What follows belongs to an exercise in optimizing a design on an open flow for small area and a short achievable clock period; a production flow would make more cautious choices.
Function was checked by simulation only, so behaviour that the tests miss may differ from the original.

==> flow/design.v <==
module BoothSeq(
    A,
    B,
    clk,
    reset,
    result
);
input clk, reset;
input [31:0] A, B;
output reg [63:0] result;
reg signed [31:0] AReg, BReg;
reg               resetReg;
wire signed [63:0] product = AReg * BReg;
always @(posedge clk) begin
    AReg <= A;
    BReg <= B;
    resetReg <= reset;
    if (reset | resetReg) result <= 64'd0;
    else result <= product;
end
endmodule
==> flow/run.sh <==
#!/bin/bash
# synth_recipe.tcl (not shown) runs the flow's synth.tcl, then flattens the netlist and writes it again
# the make line also repeats each setting of config.mk as NAME=value (left out here)
make -C /OpenROAD-flow-scripts/flow DESIGN_CONFIG=/design/flow/config.mk WORK_HOME=/design/flow/orfs CLKGATE_MAP_FILE= SYNTH_SCRIPT=/design/flow/synth_recipe.tcl finish
==> flow/config.mk <==
export PLATFORM = sky130hd
export DESIGN_NAME = BoothSeq
export DESIGN_NICKNAME = BoothSeq
export VERILOG_FILES = /design/flow/design.v
export SDC_FILE = /design/flow/constraint.sdc
export NUM_CORES = 4
export LEC_CHECK = 0
export CAP_MARGIN = 20
export CORE_MARGIN = 2
export CORE_UTILIZATION = 40
export SLEW_MARGIN = 20
==> flow/constraint.sdc <==
create_clock -name core_clock -period 70.0 [get_ports {clk}]
set_input_delay 14.0000 -clock core_clock [delete_from_list [all_inputs] [get_ports {clk}]]
set_output_delay 14.0000 -clock core_clock [all_outputs]
set_load 0.01 [all_outputs]
==> results.txt <==
[area by class of cell]
type	count	area, um^2
fill	9354	54500
inverter	956	3590
timing repair buffer	169	1590
tap	1276	1600
multi-input combinational	2753	32000
clock inverter	13	199
clock buffer	19	433
antenna	6	15.0
sequential	129	2620
[state kept, by name, summed over array words and instances, names as in the netlist]
register,count
resetReg,1
result,64
BReg,32
AReg,32
[synth_stat cells, types with 2 or more instances]
library cell	n
and4_1	2
inv_1	956
or2_2	4
fa_1	1082
a21boi_0	4
a31oi_1	4
a221o_1	3
o21bai_1	9
xor2_1	23
buf_1	2
a211oi_1	4
o21a_1	7
and3_1	10
mux2i_1	3
o21ai_2	2
clkbuf_1	207
a211o_1	4
nand2_1	516
o211ai_1	7
nand3_1	27
a21o_2	2
nand4_1	8
nor3b_1	2
nor2_1	94
or3_1	5
nand2b_1	7
o31ai_1	8
ha_1	184
xnor2_1	40
nor3_1	15
nor2b_1	3
a21oi_1	58
o21ai_0	30
nor4_1	2
and2_1	521
a21boi_1	2
a21o_1	38
dfxtp_1	129
[routing by layer]
layer / vias up / global-route usage / wire [um]
met5: - / 0 / 0
met4: 0 / 0.0963 / 4530
met3: 176 / 0.0214 / 3040
met2: 581 / 0.413 / 57300
met1: 14200 / 0.255 / 39000
li1: 11500 / - / -
[final timing paths]
kind | cells past startpoint | end | from
max | 1 | result[57] | result[57]
min | 2 | result[62] | resetReg
max reg2reg | 25 | result[62] | BReg[5]
min reg2reg | 2 | result[62] | resetReg
[metrics by stage]
step	utilization	cells	area, um^2	worst slack, ns
floorplan	-	4048	39000	55.06
global placement	0.429	5283	41400	53.81
detailed placement	0.429	5283	41400	53.80
CTS	0.435	5315	42000	54.37
global route	0.435	5315	42000	54.56
finish	0.436	5321	42100	54.61
[cells by family after synthesis]
family / after synthesis / synth area share
flip-flops: 129 / 0.0663
multiplexers: 3 / 0.000770
buffers and inverters: 1166 / 0.112
AO/OA/AOI/OAI: 201 / 0.0360
adder cells (fa/ha/maj): 1266 / 0.615
XOR/XNOR: 63 / 0.0142
AND/OR/NAND/NOR: 1220 / 0.156
==> flow_summary.toml <==
[synthesis]
synthesis.instances = 4048
syn-num-nets = 5380
synth.area.top_cells = "fa_1 (56%), inv_1 (9.2%), and2_1 (8.4%)"
syn_area_per_cell_um2 = 9.63
ys_ff_latch = 129
ys_warn_count = 1
synth-main-ff-cell = "dfxtp_1"
ys_async_sr_fraction = 0
synth-edff-count = 0
yosysTopAreaCellShare = 0.556
yosysTopAreaCell = "fa_1"
ys_seq_area_frac = 0.0663
synth_area_um2 = 39000
synth_cell_types = 62

[die]
placementRows = 114
initial_core_util = 0.404
core_um2 = 96600
ios = 130
die_area_um2 = 100000
die_h_um = 316
die_x_um = 316

[detailed_routing]
drtPass1Iterations = 5
avgRoutedWirePerCell_um = 19.5
avgViaCountPerCell = 4.98
via_count = 26500
ant_nets = 0
finalWirelength_mm = 104
drc = 0
drt_iter0_drc = 1144

[sta]
layout_min_cycle_time_ns = 15.39
fmax_mhz = 65.0
fin_worst_skew_ns = 0.0196
setup_viol = 0
min_period_over_period = 0.220
slew_headroom = 0.285
rsz0062_at_grt = "no"
tns_ns = 0
hold_viol = 0
hold_ws_ns = 0.585
maxSlewViolCount = 0
worst_pin_slew_ns = 1.07

[clocking]
path_clk_slew_ns = 0.07
cts_setup_buffers = 0
cts_tree = "built"
numCtsBuffers = 17
cts.repair.resized = 0
clk_path_buf_depth = 2
cts_root_buf = "clkbuf_16"
cts_sinks = 129
clk_latency_ns = 0.53
htree_levels = 4
holdBufCountCts = 0

[outcome]
status = "no timing/DRC/antenna violations"

[final_layout]
mostFrequentLayoutCells = "fa_1 (1082), inv_1 (956), and2_1 (521), nand2_1 (516), ha_1 (184)"
layout-drive-gt1-share = 0.0300
layout-area-overhead-vs-synth_pct = 7.91
nets = 5358
final_common_cell = "fa_1"

[global_routing]
grt_pass1_vias = 29600
grt_first_pass_wirelength_mm = 166
grt-ovfl-total = 0
grtUsageTotal = 0.221
antenna_found_initial = 0
grt_max_degree = 57

[critical_path]
cp_data_required_time_ns = 56.00
end_kind = "output port"
crit_buf_inv = 1
r2r_slack_ns = 61.23
slowest_delay_ns = 0.55
cp_cell_sequence = "clkdlybuf4s50_1"
crit_type = "reg2out"
cp-start-kind = "flip-flop"
slowest_stage = "clkdlybuf4s50_1"
critical-path-top-delay-family = "buffers and inverters"
crit_path_max_fanout = 1
cp.arrival_ns = 1.39

[place]
dpl.hpwl_mm = 81.9
gp_congestion = 0.840
io_buffers = 129

[run]
maxCapViolCount = 0

[hold_path]
hold_class = "reg2reg"

[port drivers added, routing unchanged]
The flow's constraints put no driver on any port. The routed layout listed below was extracted and timed again, unchanged, in two steps. Step 1, drivers: a clkbuf_16 drives clk and a buf_2 each remaining input, both assumed. Step 2 times the ports against the registers' clock, not the clock port: input delays grow and output delays shrink by t, the midpoint of the rising clock arrivals with the driver on. a / b / c = ideal / step 1 / step 2; a / b = the first two.
shift t [ns]: 0.583
slack for setup (ns): 54.610 / 54.546 / 54.151
slew at the worst register clock pin (ns): 0.08 / 0.08
After both steps setup and hold are still met in this run. For this run, drivers alone change the setup slack by -0.064 ns; drivers and shift together by -0.459 ns.
